This is an optimization exercise on Yosys and OpenROAD, whose aim is small area and a short achievable clock period, not a production implementation.
The RTL was checked by simulation tests, not by an equivalence proof against the original design.
No activity file was given, so power comes from the tool's default toggle rates.

Setup of v57:
==> flow/design.v (excerpt) <==
module morph_top_multiscale #(
    parameter IMG_W = 256
)(
    input  wire        clk,
    input  wire        rst,
    input  wire [7:0]  pixel_in,
    output reg  [7:0]  pixel_out
);
Size: roughly 9900 cells after synthesis, ~6200 flip-flops, roughly 18 I/O pins, ~140000 um^2 of cells after synthesis.
clock: 58.0 ns
lec_check: 0
abc_area: 1
cap_margin: 20
core_margin: 2
core_utilization: 60
slew_margin: 20
synth_hierarchical: 1
synth_minimum_keep_size: 0
standard.sh (not shown) runs the stock make flow with config.mk's settings and CLKGATE_MAP_FILE= SYNTH_SCRIPT=/design/flow/synth_recipe.tcl, a recipe that flattens the netlist after the stock synthesis.
==> flow/flow/run.sh <==
#!/bin/bash
# Standard ORFS layout (the standard.sh and its synthesis script), with
# these changes to how the layout is made:
#  - full- and half-adder cells are added to the don't-use list, so Yosys
#    leaves adders as plain gates for ABC, which maps them with shorter
#    carry paths than the extracted adder cells give;
#  - timing repair aims far below the clock period: the input-to-register
#    path meets the long clock by a wide margin and would otherwise be left
#    unoptimised, though it sets the achieved period;
#  - CTS clusters up to 22 sinks, at most 50 um apart, per leaf buffer and adds no dummy loads.
# The make output goes to standard_flow.log; each ORFS step also writes its
# own log under orfs/logs/.
set -euo pipefail
bash standard.sh \
  "DONT_USE_CELLS=sky130_fd_sc_hd__probe_p_8 sky130_fd_sc_hd__probec_p_8 sky130_fd_sc_hd__lpflow_bleeder_1 sky130_fd_sc_hd__lpflow_clkbufkapwr_1 sky130_fd_sc_hd__lpflow_clkbufkapwr_16 sky130_fd_sc_hd__lpflow_clkbufkapwr_2 sky130_fd_sc_hd__lpflow_clkbufkapwr_4 sky130_fd_sc_hd__lpflow_clkbufkapwr_8 sky130_fd_sc_hd__lpflow_clkinvkapwr_1 sky130_fd_sc_hd__lpflow_clkinvkapwr_16 sky130_fd_sc_hd__lpflow_clkinvkapwr_2 sky130_fd_sc_hd__lpflow_clkinvkapwr_4 sky130_fd_sc_hd__lpflow_clkinvkapwr_8 sky130_fd_sc_hd__lpflow_decapkapwr_12 sky130_fd_sc_hd__lpflow_decapkapwr_3 sky130_fd_sc_hd__lpflow_decapkapwr_4 sky130_fd_sc_hd__lpflow_decapkapwr_6 sky130_fd_sc_hd__lpflow_decapkapwr_8 sky130_fd_sc_hd__lpflow_inputiso0n_1 sky130_fd_sc_hd__lpflow_inputiso0p_1 sky130_fd_sc_hd__lpflow_inputiso1n_1 sky130_fd_sc_hd__lpflow_inputiso1p_1 sky130_fd_sc_hd__lpflow_inputisolatch_1 sky130_fd_sc_hd__lpflow_isobufsrc_1 sky130_fd_sc_hd__lpflow_isobufsrc_16 sky130_fd_sc_hd__lpflow_isobufsrc_2 sky130_fd_sc_hd__lpflow_isobufsrc_4 sky130_fd_sc_hd__lpflow_isobufsrc_8 sky130_fd_sc_hd__lpflow_isobufsrckapwr_16 sky130_fd_sc_hd__lpflow_lsbuf_lh_hl_isowell_tap_1 sky130_fd_sc_hd__lpflow_lsbuf_lh_hl_isowell_tap_2 sky130_fd_sc_hd__lpflow_lsbuf_lh_hl_isowell_tap_4 sky130_fd_sc_hd__lpflow_lsbuf_lh_isowell_4 sky130_fd_sc_hd__lpflow_lsbuf_lh_isowell_tap_1 sky130_fd_sc_hd__lpflow_lsbuf_lh_isowell_tap_2 sky130_fd_sc_hd__lpflow_lsbuf_lh_isowell_tap_4 sky130_fd_sc_hd__fa_1 sky130_fd_sc_hd__fa_2 sky130_fd_sc_hd__fa_4 sky130_fd_sc_hd__ha_1 sky130_fd_sc_hd__ha_2 sky130_fd_sc_hd__ha_4" \
  SETUP_SLACK_MARGIN=48 \
  "CTS_ARGS=-sink_clustering_enable -repair_clock_nets -sink_clustering_size 22 -sink_clustering_max_diameter 50 -dont_use_dummy_load" \
  finish > standard_flow.log 2>&1
The final layout from v57, which completed every stage, passed the timing, DRC and antenna checks at the end of the flow.
#### Input delta (v32 over v57)
==> flow/flow/run.sh <==
#!/bin/bash
# Standard ORFS layout (the standard.sh and its synthesis script), with
# these changes to how the layout is made:
#  - full- and half-adder cells are added to the don't-use list, so Yosys
#    leaves adders as plain gates for ABC, which maps them with shorter
#    carry paths than the extracted adder cells give;
#  - timing repair aims far below the clock period: the input-to-register
#    path meets the long clock by a wide margin and would otherwise be left
#    unoptimised, though it sets the achieved period;
#  - CTS clusters up to 24 sinks per leaf buffer and adds no dummy loads.
# The make output goes to standard_flow.log; each ORFS step also writes its
# own log under orfs/logs/.
set -euo pipefail
bash standard.sh \
  "DONT_USE_CELLS=sky130_fd_sc_hd__probe_p_8 sky130_fd_sc_hd__probec_p_8 sky130_fd_sc_hd__lpflow_bleeder_1 sky130_fd_sc_hd__lpflow_clkbufkapwr_1 sky130_fd_sc_hd__lpflow_clkbufkapwr_16 sky130_fd_sc_hd__lpflow_clkbufkapwr_2 sky130_fd_sc_hd__lpflow_clkbufkapwr_4 sky130_fd_sc_hd__lpflow_clkbufkapwr_8 sky130_fd_sc_hd__lpflow_clkinvkapwr_1 sky130_fd_sc_hd__lpflow_clkinvkapwr_16 sky130_fd_sc_hd__lpflow_clkinvkapwr_2 sky130_fd_sc_hd__lpflow_clkinvkapwr_4 sky130_fd_sc_hd__lpflow_clkinvkapwr_8 sky130_fd_sc_hd__lpflow_decapkapwr_12 sky130_fd_sc_hd__lpflow_decapkapwr_3 sky130_fd_sc_hd__lpflow_decapkapwr_4 sky130_fd_sc_hd__lpflow_decapkapwr_6 sky130_fd_sc_hd__lpflow_decapkapwr_8 sky130_fd_sc_hd__lpflow_inputiso0n_1 sky130_fd_sc_hd__lpflow_inputiso0p_1 sky130_fd_sc_hd__lpflow_inputiso1n_1 sky130_fd_sc_hd__lpflow_inputiso1p_1 sky130_fd_sc_hd__lpflow_inputisolatch_1 sky130_fd_sc_hd__lpflow_isobufsrc_1 sky130_fd_sc_hd__lpflow_isobufsrc_16 sky130_fd_sc_hd__lpflow_isobufsrc_2 sky130_fd_sc_hd__lpflow_isobufsrc_4 sky130_fd_sc_hd__lpflow_isobufsrc_8 sky130_fd_sc_hd__lpflow_isobufsrckapwr_16 sky130_fd_sc_hd__lpflow_lsbuf_lh_hl_isowell_tap_1 sky130_fd_sc_hd__lpflow_lsbuf_lh_hl_isowell_tap_2 sky130_fd_sc_hd__lpflow_lsbuf_lh_hl_isowell_tap_4 sky130_fd_sc_hd__lpflow_lsbuf_lh_isowell_4 sky130_fd_sc_hd__lpflow_lsbuf_lh_isowell_tap_1 sky130_fd_sc_hd__lpflow_lsbuf_lh_isowell_tap_2 sky130_fd_sc_hd__lpflow_lsbuf_lh_isowell_tap_4 sky130_fd_sc_hd__fa_1 sky130_fd_sc_hd__fa_2 sky130_fd_sc_hd__fa_4 sky130_fd_sc_hd__ha_1 sky130_fd_sc_hd__ha_2 sky130_fd_sc_hd__ha_4" \
  SETUP_SLACK_MARGIN=46 \
  "CTS_ARGS=-sink_clustering_enable -repair_clock_nets -sink_clustering_size 24 -sink_clustering_max_diameter 60 -dont_use_dummy_load" \
  finish > standard_flow.log 2>&1
Results
Each of the runs, namely v57 and v32, reached the end of the flow and came out clean.
v32 vs v57: diode insertion count for antenna repair down
Taking v57 as the reference, in v32 standby leakage power -0.00040 uW; first-iteration DRC count -258.
Summary of v32 over v57: measured slew at the worst slew-check pin went down by 0.19 ns; power in the clock group has decreased; non-clock buffer count now larger; fraction of power consumed by combinational cells has increased.
Switching portion of total power essentially unchanged between v32 and v57.
## Diff of input files: v26 against v32
==> flow/flow/run.sh <==
#!/bin/bash
# Standard ORFS layout (the standard.sh and its synthesis script), with
# these changes to how the layout is made:
#  - full- and half-adder cells are added to the don't-use list, so Yosys
#    leaves adders as plain gates for ABC, which maps them with shorter
#    carry paths than the extracted adder cells give;
#  - timing repair aims far below the clock period: the input-to-register
#    path meets the long clock by a wide margin and would otherwise be left
#    unoptimised, though it sets the achieved period;
#  - CTS clusters up to 22 sinks, at most 50 um apart, per leaf buffer and adds no dummy loads.
# The make output goes to standard_flow.log; each ORFS step also writes its
# own log under orfs/logs/.
set -euo pipefail
bash standard.sh \
  "DONT_USE_CELLS=sky130_fd_sc_hd__probe_p_8 sky130_fd_sc_hd__probec_p_8 sky130_fd_sc_hd__lpflow_bleeder_1 sky130_fd_sc_hd__lpflow_clkbufkapwr_1 sky130_fd_sc_hd__lpflow_clkbufkapwr_16 sky130_fd_sc_hd__lpflow_clkbufkapwr_2 sky130_fd_sc_hd__lpflow_clkbufkapwr_4 sky130_fd_sc_hd__lpflow_clkbufkapwr_8 sky130_fd_sc_hd__lpflow_clkinvkapwr_1 sky130_fd_sc_hd__lpflow_clkinvkapwr_16 sky130_fd_sc_hd__lpflow_clkinvkapwr_2 sky130_fd_sc_hd__lpflow_clkinvkapwr_4 sky130_fd_sc_hd__lpflow_clkinvkapwr_8 sky130_fd_sc_hd__lpflow_decapkapwr_12 sky130_fd_sc_hd__lpflow_decapkapwr_3 sky130_fd_sc_hd__lpflow_decapkapwr_4 sky130_fd_sc_hd__lpflow_decapkapwr_6 sky130_fd_sc_hd__lpflow_decapkapwr_8 sky130_fd_sc_hd__lpflow_inputiso0n_1 sky130_fd_sc_hd__lpflow_inputiso0p_1 sky130_fd_sc_hd__lpflow_inputiso1n_1 sky130_fd_sc_hd__lpflow_inputiso1p_1 sky130_fd_sc_hd__lpflow_inputisolatch_1 sky130_fd_sc_hd__lpflow_isobufsrc_1 sky130_fd_sc_hd__lpflow_isobufsrc_16 sky130_fd_sc_hd__lpflow_isobufsrc_2 sky130_fd_sc_hd__lpflow_isobufsrc_4 sky130_fd_sc_hd__lpflow_isobufsrc_8 sky130_fd_sc_hd__lpflow_isobufsrckapwr_16 sky130_fd_sc_hd__lpflow_lsbuf_lh_hl_isowell_tap_1 sky130_fd_sc_hd__lpflow_lsbuf_lh_hl_isowell_tap_2 sky130_fd_sc_hd__lpflow_lsbuf_lh_hl_isowell_tap_4 sky130_fd_sc_hd__lpflow_lsbuf_lh_isowell_4 sky130_fd_sc_hd__lpflow_lsbuf_lh_isowell_tap_1 sky130_fd_sc_hd__lpflow_lsbuf_lh_isowell_tap_2 sky130_fd_sc_hd__lpflow_lsbuf_lh_isowell_tap_4 sky130_fd_sc_hd__fa_1 sky130_fd_sc_hd__fa_2 sky130_fd_sc_hd__fa_4 sky130_fd_sc_hd__ha_1 sky130_fd_sc_hd__ha_2 sky130_fd_sc_hd__ha_4" \
  SETUP_SLACK_MARGIN=45 \
  "CTS_ARGS=-sink_clustering_enable -repair_clock_nets -sink_clustering_size 22 -sink_clustering_max_diameter 50 -dont_use_dummy_load" \
  finish > standard_flow.log 2>&1
v26 was carried through to the last stage, and its layout satisfied the timing, DRC and antenna checks. In v26 relative to v32, internal cell power had gone up by a few percent. Summary of the comparison: worst setup slack is higher in v26, relative to v32. There was hardly any difference in cell count after placement between v32 and v26. Comparing v26 with v32, the power consumed by combinational cells came out essentially unchanged. Per the comparison of v26 with v32, wire length on met3 picked up an extra 880 um; count of non-CTS inverters in the layout picked up an extra about 0.3%; power share of the combinational group lost 0.7 points; final critical-path required period lost 0.071 ns; wire length of the first global-routing pass picked up an extra 39000 um.

---

the previous run:
Another version of the RTL of morph_top_multiscale (not shown whole).
Size in the first run: about 9700 cells after synthesis, about 6200 flip-flops, roughly 18 I/O pins, roughly 140000 um^2 of cells after synthesis.
==> flow/config.mk <==
export PLATFORM = sky130hd
export DESIGN_NAME = morph_top_multiscale
export DESIGN_NICKNAME = morph_top_multiscale
export VERILOG_FILES = /design/flow/design.v
export SDC_FILE = /design/flow/constraint.sdc
export NUM_CORES = 4
export LEC_CHECK = 0
export ABC_AREA = 1
export CAP_MARGIN = 20
export CORE_MARGIN = 2
export CORE_UTILIZATION = 60
export SLEW_MARGIN = 20
export SYNTH_HIERARCHICAL = 1
export SYNTH_MINIMUM_KEEP_SIZE = 0
==> flow/constraint.sdc <==
create_clock -name core_clock -period 58.0 [get_ports {clk}]
set_input_delay 11.6000 -clock core_clock [delete_from_list [all_inputs] [get_ports {clk}]]
set_output_delay 11.6000 -clock core_clock [all_outputs]
set_load 0.01 [all_outputs]
==> flow/flow/run.sh <==
#!/bin/bash
# Standard ORFS layout (the standard.sh, standard synthesis), with two
# changes to how the layout is made:
#  - timing repair aims far below the clock period: the input-to-register
#    path meets the long clock by a wide margin and would otherwise be left
#    unoptimised, though it sets the achieved period;
#  - CTS clusters up to 24 sinks per leaf buffer and adds no dummy loads.
# The make output goes to standard_flow.log; each ORFS step also writes its
# own log under orfs/logs/.
set -euo pipefail
bash standard.sh \
  SETUP_SLACK_MARGIN=46 \
  "CTS_ARGS=-sink_clustering_enable -repair_clock_nets -sink_clustering_size 24 -sink_clustering_max_diameter 60 -dont_use_dummy_load" \
  finish > standard_flow.log 2>&1
--- input diff the previous run..the current run ---
diff --git a/flow/config.mk b/flow/config.mk
--- a/flow/config.mk
+++ b/flow/config.mk
@@ -10,3 +10,3 @@
 export CORE_MARGIN = 2
-export CORE_UTILIZATION = 60
+export CORE_UTILIZATION = 70
 export SLEW_MARGIN = 20
## What came out
- The current run did not finish; a tool error ended it in 4_1_cts.
- Taking the previous run as the reference point, the starting utilization of the core area of the current run rises by 10 points.
- The current run against the previous run: number of distinct library cell variants in the gate-level netlist after synthesis shows no meaningful change; fraction of synthesis flops using an asynchronous set or reset pin shows no meaningful change; total setup buffers inserted after CTS shows an increase of 32; placed cell count shows a reduction of 477.
- The current run ends up with higher final RePlAce weighted congestion than the previous run does.
- The cell row count in the current run was lower than what the previous run gave.
- Between the previous run and the current run, the floorplan die width is lower for the current run.
- In terms of number of top-level pins, the current run and the previous run differ only marginally.
- Against the previous run, placement-stage worst setup slack in the current run came out worse.

---

The RTL this note starts from:
==> flow/design.v <==
module morph_edge_const(
    input  wire [7:0] dilate,
    input  wire [7:0] erode,
    output wire [7:0] half,       
    output wire [8:0] k1,         
    output wire [8:0] k2,         
    output wire [8:0] k3,         
    output wire [8:0] k4          
);
    wire [8:0] sum_de = dilate + erode;
    assign half = sum_de[8:1];
    assign k1 = dilate + dilate[7:1] + 9'd1;
    assign k2 = dilate - erode + half;
    assign k3 = {erode, 1'b0} - half;
    assign k4 = erode + erode[7:1] - !erode[0];
endmodule
module morph_edge_sel(
    input  wire [7:0] pixel,
    input  wire [7:0] dilate,
    input  wire [7:0] erode,
    input  wire [7:0] half,
    input  wire [8:0] k1,
    input  wire [8:0] k2,
    input  wire [8:0] k3,
    input  wire [8:0] k4,
    output wire [7:0] edge_out
);
    wire below = (pixel <= erode);
    wire above = (pixel >= dilate);
    wire lower = (pixel <= half);
    wire r1 = below;
    wire r4 = !below && above;
    wire r2 = !below && !above && lower;
    wire r3 = !below && !above && !lower;
    wire [8:0] pa = ~{1'b0, pixel}, pb = ~{2'b00, pixel[7:1]};
    wire [8:0] x1 = k1 ^ pa ^ pb;
    wire [8:0] y1 = (k1 & pa) | (k1 & pb) | (pa & pb);
    wire [8:0] s1 = x1 + {y1[7:0], !(pixel[0] & !dilate[0])};
    wire [8:0] s2 = k2 - pixel;
    wire [8:0] s3 = pixel - k3;
    wire [8:0] pc = {2'b00, pixel[7:1]}, nk4 = ~k4;
    wire [8:0] x4 = {1'b0, pixel} ^ pc ^ nk4;
    wire [8:0] y4 = ({1'b0, pixel} & pc) | ({1'b0, pixel} & nk4) | (pc & nk4);
    wire [8:0] s4 = x4 + {y4[7:0], pixel[0] & erode[0]};
    wire [7:0] t1 = s1[7:0] | {8{s1[8]}};
    wire [7:0] t2 = s2[7:0] | {8{s2[8]}};
    wire [7:0] t3 = s3[7:0] | {8{s3[8]}};
    wire [7:0] t4 = s4[7:0] | {8{s4[8]}};
    assign edge_out = ({8{r1}} & t1) | ({8{r2}} & t2) | ({8{r3}} & t3) | ({8{r4}} & t4);
endmodule
module morph_fuse(
    input  wire [7:0]  pixel,
    input  wire [7:0]  dil3, ero3, half3,
    input  wire [8:0]  k13, k23, k33, k43,
    input  wire [7:0]  dil5, ero5, half5,
    input  wire [8:0]  k15, k25, k35, k45,
    input  wire        en,            
    output wire [7:0]  fused
);
    wire [7:0] e3, e5;
    morph_edge_sel u_s3 (.pixel(pixel), .dilate(dil3), .erode(ero3), .half(half3),
        .k1(k13), .k2(k23), .k3(k33), .k4(k43), .edge_out(e3));
    morph_edge_sel u_s5 (.pixel(pixel), .dilate(dil5), .erode(ero5), .half(half5),
        .k1(k15), .k2(k25), .k3(k35), .k4(k45), .edge_out(e5));
    wire [8:0] sum = e3 + e5;
    assign fused = sum[8:1] & {8{en}};
endmodule
module morph_top_multiscale #(
    parameter IMG_W = 256
)(
    input  wire        clk,
    input  wire        rst,
    input  wire [7:0]  pixel_in,
    output reg  [7:0]  pixel_out
);
    localparam N = 3*IMG_W + 4;           
    reg [8*N-1:0] sr;
    always @(posedge clk)
        sr <= {sr[8*N-9:0], pixel_in};
    function gt(input [7:0] a, input [7:0] b);
        integer i;
        begin
            gt = 1'b0;
            for (i = 0; i < 8; i = i + 1)
                gt = (a[i] & !b[i]) | ((a[i] | !b[i]) & gt);
        end
    endfunction
    function [7:0] mx(input [7:0] a, input [7:0] b);
        mx = gt(a, b) ? a : b;
    endfunction
    function [7:0] mn(input [7:0] a, input [7:0] b);
        mn = gt(a, b) ? b : a;
    endfunction
    function [15:0] srt(input [7:0] a, input [7:0] b);
        srt = gt(a, b) ? {a, b} : {b, a};
    endfunction
    wire [15:0] q1 = srt(sr[8*1-1 -: 8], sr[8*(IMG_W+1)-1 -: 8]);
    wire [15:0] q2 = srt(sr[8*2-1 -: 8], sr[8*(IMG_W+2)-1 -: 8]);
    wire [15:0] q3 = srt(sr[8*3-1 -: 8], sr[8*(IMG_W+3)-1 -: 8]);
    wire [15:0] q4 = srt(sr[8*4-1 -: 8], sr[8*(IMG_W+4)-1 -: 8]);
    wire [15:0] q5 = srt(sr[8*(2*IMG_W)-1 -: 8], sr[8*(3*IMG_W)-1 -: 8]);
    wire [15:0] q6 = srt(sr[8*(2*IMG_W+1)-1 -: 8], sr[8*(3*IMG_W+1)-1 -: 8]);
    wire [15:0] q7 = srt(sr[8*(2*IMG_W+2)-1 -: 8], sr[8*(3*IMG_W+2)-1 -: 8]);
    wire [15:0] q8 = srt(sr[8*(2*IMG_W+3)-1 -: 8], sr[8*(3*IMG_W+3)-1 -: 8]);
    wire [15:0] q9 = srt(sr[8*(2*IMG_W+4)-1 -: 8], sr[8*(3*IMG_W+4)-1 -: 8]);
    wire [7:0] r3max = mx(mx(q1[15:8], q2[15:8]), sr[8*(IMG_W)-1 -: 8]);
    wire [7:0] r3min = mn(mn(q1[7:0], q2[7:0]), sr[8*(IMG_W)-1 -: 8]);
    wire [7:0] r5max = mx(mx(mx(r3max, q3[15:8]), mx(q4[15:8], q5[15:8])),
                          mx(mx(q6[15:8], q7[15:8]), mx(q8[15:8], q9[15:8])));
    wire [7:0] r5min = mn(mn(mn(r3min, q3[7:0]), mn(q4[7:0], q5[7:0])),
                          mn(mn(q6[7:0], q7[7:0]), mn(q8[7:0], q9[7:0])));
    reg [7:0] r3max_q, r3min_q, r5max_q, r5min_q;
    always @(posedge clk) begin
        r3max_q <= r3max;
        r3min_q <= r3min;
        r5max_q <= r5max;
        r5min_q <= r5min;
    end
    wire [7:0] x1 = sr[7:0];
    wire [7:0] dil3 = mx(x1, r3max_q);
    wire [7:0] ero3 = mn(x1, r3min_q);
    wire [7:0] dil5 = mx(x1, r5max_q);
    wire [7:0] ero5 = mn(x1, r5min_q);
    wire [7:0] half3, half5;
    wire [8:0] k13, k23, k33, k43, k15, k25, k35, k45;
    morph_edge_const u_k3 (.dilate(dil3), .erode(ero3), .half(half3),
        .k1(k13), .k2(k23), .k3(k33), .k4(k43));
    morph_edge_const u_k5 (.dilate(dil5), .erode(ero5), .half(half5),
        .k1(k15), .k2(k25), .k3(k35), .k4(k45));
    reg [10:0] cnt;
    wire       valid = (cnt == 11'd1281);
    wire [7:0] edge_fused;
    morph_fuse u_fuse (.pixel(pixel_in),
        .dil3(dil3), .ero3(ero3), .half3(half3), .k13(k13), .k23(k23), .k33(k33), .k43(k43),
        .dil5(dil5), .ero5(ero5), .half5(half5), .k15(k15), .k25(k25), .k35(k35), .k45(k45),
        .en(valid && !rst), .fused(edge_fused));
    always @(posedge clk) begin
        if (rst)
            cnt <= 11'd0;
        else if (!valid)
            cnt <= cnt + 11'd1;
        pixel_out <= edge_fused;
    end
endmodule
export LEC_CHECK = 0
export ABC_AREA = 1
export CAP_MARGIN = 20
export CORE_MARGIN = 2
export CORE_UTILIZATION = 60
export SLEW_MARGIN = 20
export SYNTH_HIERARCHICAL = 1
export SYNTH_MINIMUM_KEEP_SIZE = 0
create_clock -name core_clock -period 58.0 [get_ports {clk}]
==> flow/flow/run.sh <==
#!/bin/bash
# Standard ORFS layout (the standard.sh and its synthesis script), with
# these changes to how the layout is made:
#  - full- and half-adder cells are added to the don't-use list, so Yosys
#    leaves adders as plain gates for ABC, which maps them with shorter
#    carry paths than the extracted adder cells give;
#  - timing repair aims far below the clock period: the input-to-register
#    path meets the long clock by a wide margin and would otherwise be left
#    unoptimised, though it sets the achieved period;
#  - CTS clusters up to 20 sinks, at most 50 um apart, per leaf buffer and adds no dummy loads.
# The make output goes to standard_flow.log; each ORFS step also writes its
# own log under orfs/logs/.
set -euo pipefail
bash standard.sh \
  "DONT_USE_CELLS=sky130_fd_sc_hd__probe_p_8 sky130_fd_sc_hd__probec_p_8 sky130_fd_sc_hd__lpflow_bleeder_1 sky130_fd_sc_hd__lpflow_clkbufkapwr_1 sky130_fd_sc_hd__lpflow_clkbufkapwr_16 sky130_fd_sc_hd__lpflow_clkbufkapwr_2 sky130_fd_sc_hd__lpflow_clkbufkapwr_4 sky130_fd_sc_hd__lpflow_clkbufkapwr_8 sky130_fd_sc_hd__lpflow_clkinvkapwr_1 sky130_fd_sc_hd__lpflow_clkinvkapwr_16 sky130_fd_sc_hd__lpflow_clkinvkapwr_2 sky130_fd_sc_hd__lpflow_clkinvkapwr_4 sky130_fd_sc_hd__lpflow_clkinvkapwr_8 sky130_fd_sc_hd__lpflow_decapkapwr_12 sky130_fd_sc_hd__lpflow_decapkapwr_3 sky130_fd_sc_hd__lpflow_decapkapwr_4 sky130_fd_sc_hd__lpflow_decapkapwr_6 sky130_fd_sc_hd__lpflow_decapkapwr_8 sky130_fd_sc_hd__lpflow_inputiso0n_1 sky130_fd_sc_hd__lpflow_inputiso0p_1 sky130_fd_sc_hd__lpflow_inputiso1n_1 sky130_fd_sc_hd__lpflow_inputiso1p_1 sky130_fd_sc_hd__lpflow_inputisolatch_1 sky130_fd_sc_hd__lpflow_isobufsrc_1 sky130_fd_sc_hd__lpflow_isobufsrc_16 sky130_fd_sc_hd__lpflow_isobufsrc_2 sky130_fd_sc_hd__lpflow_isobufsrc_4 sky130_fd_sc_hd__lpflow_isobufsrc_8 sky130_fd_sc_hd__lpflow_isobufsrckapwr_16 sky130_fd_sc_hd__lpflow_lsbuf_lh_hl_isowell_tap_1 sky130_fd_sc_hd__lpflow_lsbuf_lh_hl_isowell_tap_2 sky130_fd_sc_hd__lpflow_lsbuf_lh_hl_isowell_tap_4 sky130_fd_sc_hd__lpflow_lsbuf_lh_isowell_4 sky130_fd_sc_hd__lpflow_lsbuf_lh_isowell_tap_1 sky130_fd_sc_hd__lpflow_lsbuf_lh_isowell_tap_2 sky130_fd_sc_hd__lpflow_lsbuf_lh_isowell_tap_4 sky130_fd_sc_hd__fa_1 sky130_fd_sc_hd__fa_2 sky130_fd_sc_hd__fa_4 sky130_fd_sc_hd__ha_1 sky130_fd_sc_hd__ha_2 sky130_fd_sc_hd__ha_4" \
  SETUP_SLACK_MARGIN=46 \
  "CTS_ARGS=-sink_clustering_enable -repair_clock_nets -sink_clustering_size 20 -sink_clustering_max_diameter 50 -dont_use_dummy_load" \
  finish > standard_flow.log 2>&1
The first run completed with no timing, DRC or antenna violations.
==> next run, changes <==
--- a/flow/flow/run.sh
+++ b/flow/flow/run.sh
@@ -8,5 +8,5 @@
 #    path meets the long clock by a wide margin and would otherwise be left
 #    unoptimised, though it sets the achieved period;
-#  - CTS clusters up to 20 sinks, at most 50 um apart, per leaf buffer and adds no dummy loads.
+#  - CTS clusters up to 24 sinks per leaf buffer and adds no dummy loads.
 # The make output goes to standard_flow.log; each ORFS step also writes its
 # own log under orfs/logs/.
@@ -15,4 +15,4 @@
   "DONT_USE_CELLS=sky130_fd_sc_hd__probe_p_8 sky130_fd_sc_hd__probec_p_8 sky130_fd_sc_hd__lpflow_bleeder_1 sky130_fd_sc_hd__lpflow_clkbufkapwr_1 sky130_fd_sc_hd__lpflow_clkbufkapwr_16 sky130_fd_sc_hd__lpflow_clkbufkapwr_2 sky130_fd_sc_hd__lpflow_clkbufkapwr_4 sky130_fd_sc_hd__lpflow_clkbufkapwr_8 sky130_fd_sc_hd__lpflow_clkinvkapwr_1 sky130_fd_sc_hd__lpflow_clkinvkapwr_16 sky130_fd_sc_hd__lpflow_clkinvkapwr_2 sky130_fd_sc_hd__lpflow_clkinvkapwr_4 sky130_fd_sc_hd__lpflow_clkinvkapwr_8 sky130_fd_sc_hd__lpflow_decapkapwr_12 sky130_fd_sc_hd__lpflow_decapkapwr_3 sky130_fd_sc_hd__lpflow_decapkapwr_4 sky130_fd_sc_hd__lpflow_decapkapwr_6 sky130_fd_sc_hd__lpflow_decapkapwr_8 sky130_fd_sc_hd__lpflow_inputiso0n_1 sky130_fd_sc_hd__lpflow_inputiso0p_1 sky130_fd_sc_hd__lpflow_inputiso1n_1 sky130_fd_sc_hd__lpflow_inputiso1p_1 sky130_fd_sc_hd__lpflow_inputisolatch_1 sky130_fd_sc_hd__lpflow_isobufsrc_1 sky130_fd_sc_hd__lpflow_isobufsrc_16 sky130_fd_sc_hd__lpflow_isobufsrc_2 sky130_fd_sc_hd__lpflow_isobufsrc_4 sky130_fd_sc_hd__lpflow_isobufsrc_8 sky130_fd_sc_hd__lpflow_isobufsrckapwr_16 sky130_fd_sc_hd__lpflow_lsbuf_lh_hl_isowell_tap_1 sky130_fd_sc_hd__lpflow_lsbuf_lh_hl_isowell_tap_2 sky130_fd_sc_hd__lpflow_lsbuf_lh_hl_isowell_tap_4 sky130_fd_sc_hd__lpflow_lsbuf_lh_isowell_4 sky130_fd_sc_hd__lpflow_lsbuf_lh_isowell_tap_1 sky130_fd_sc_hd__lpflow_lsbuf_lh_isowell_tap_2 sky130_fd_sc_hd__lpflow_lsbuf_lh_isowell_tap_4 sky130_fd_sc_hd__fa_1 sky130_fd_sc_hd__fa_2 sky130_fd_sc_hd__fa_4 sky130_fd_sc_hd__ha_1 sky130_fd_sc_hd__ha_2 sky130_fd_sc_hd__ha_4" \
   SETUP_SLACK_MARGIN=46 \
-  "CTS_ARGS=-sink_clustering_enable -repair_clock_nets -sink_clustering_size 20 -sink_clustering_max_diameter 50 -dont_use_dummy_load" \
+  "CTS_ARGS=-sink_clustering_enable -repair_clock_nets -sink_clustering_size 24 -sink_clustering_max_diameter 60 -dont_use_dummy_load" \
   finish > standard_flow.log 2>&1
What happened: Synthesized area stays the same; utilization falls by 0.68 points; sequential share of layout area rises by 0.80 points; maximum frequency falls by 0.42%; first-iteration DRC count falls by 5.6%; setup slack loses 56 ps; cell area falls by 1.0%; synthesized cell count is unchanged; global-route usage falls by 0.51 points; register-to-register slack loses 70 ps; power falls by 2.2%.

re-timing with driven ports:
In the flow no input, the clock included, has a driving cell. The finished layouts below were timed again as built, in two steps. Step 1 sets driving cells, clkbuf_16 on the clock port and buf_2 on the other inputs (assumed; they add their load-dependent delay and slew). Step 2, shift: input delay + t, output delay - t, t = (earliest + latest rising clock arrival at the registers) / 2. This alone moves slack from input paths to output paths. Three values: ideal ports, drivers, drivers and shift; two values: the first two.
run | t, ns | setup WS [ns] | worst setup path after step 2 | worst register clock-pin slew, ns
v57 | 0.997 | 44.545 / 44.475 / 43.478 | input to register | 0.12 / 0.12
v32 | 0.970 | 44.562 / 44.528 / 43.559 | input to register | 0.10 / 0.10
v26 | 1.010 | 44.633 / 44.631 / 43.621 | input to register | 0.12 / 0.12
the previous run | 0.996 | 43.891 / 43.935 / 42.939 | input to register | 0.09 / 0.09
the first run of note 3 | 0.999 | 44.683 / 44.579 / 43.580 | input to register | 0.08 / 0.08
the second run of note 3 | 0.997 | 44.626 / 44.556 / 43.559 | input to register | 0.09 / 0.09
After both steps every run listed still meets setup and hold. The setup slack of the first run of note 3, which loses most, moves by -0.104 ns with the drivers and by -1.103 ns with both steps.
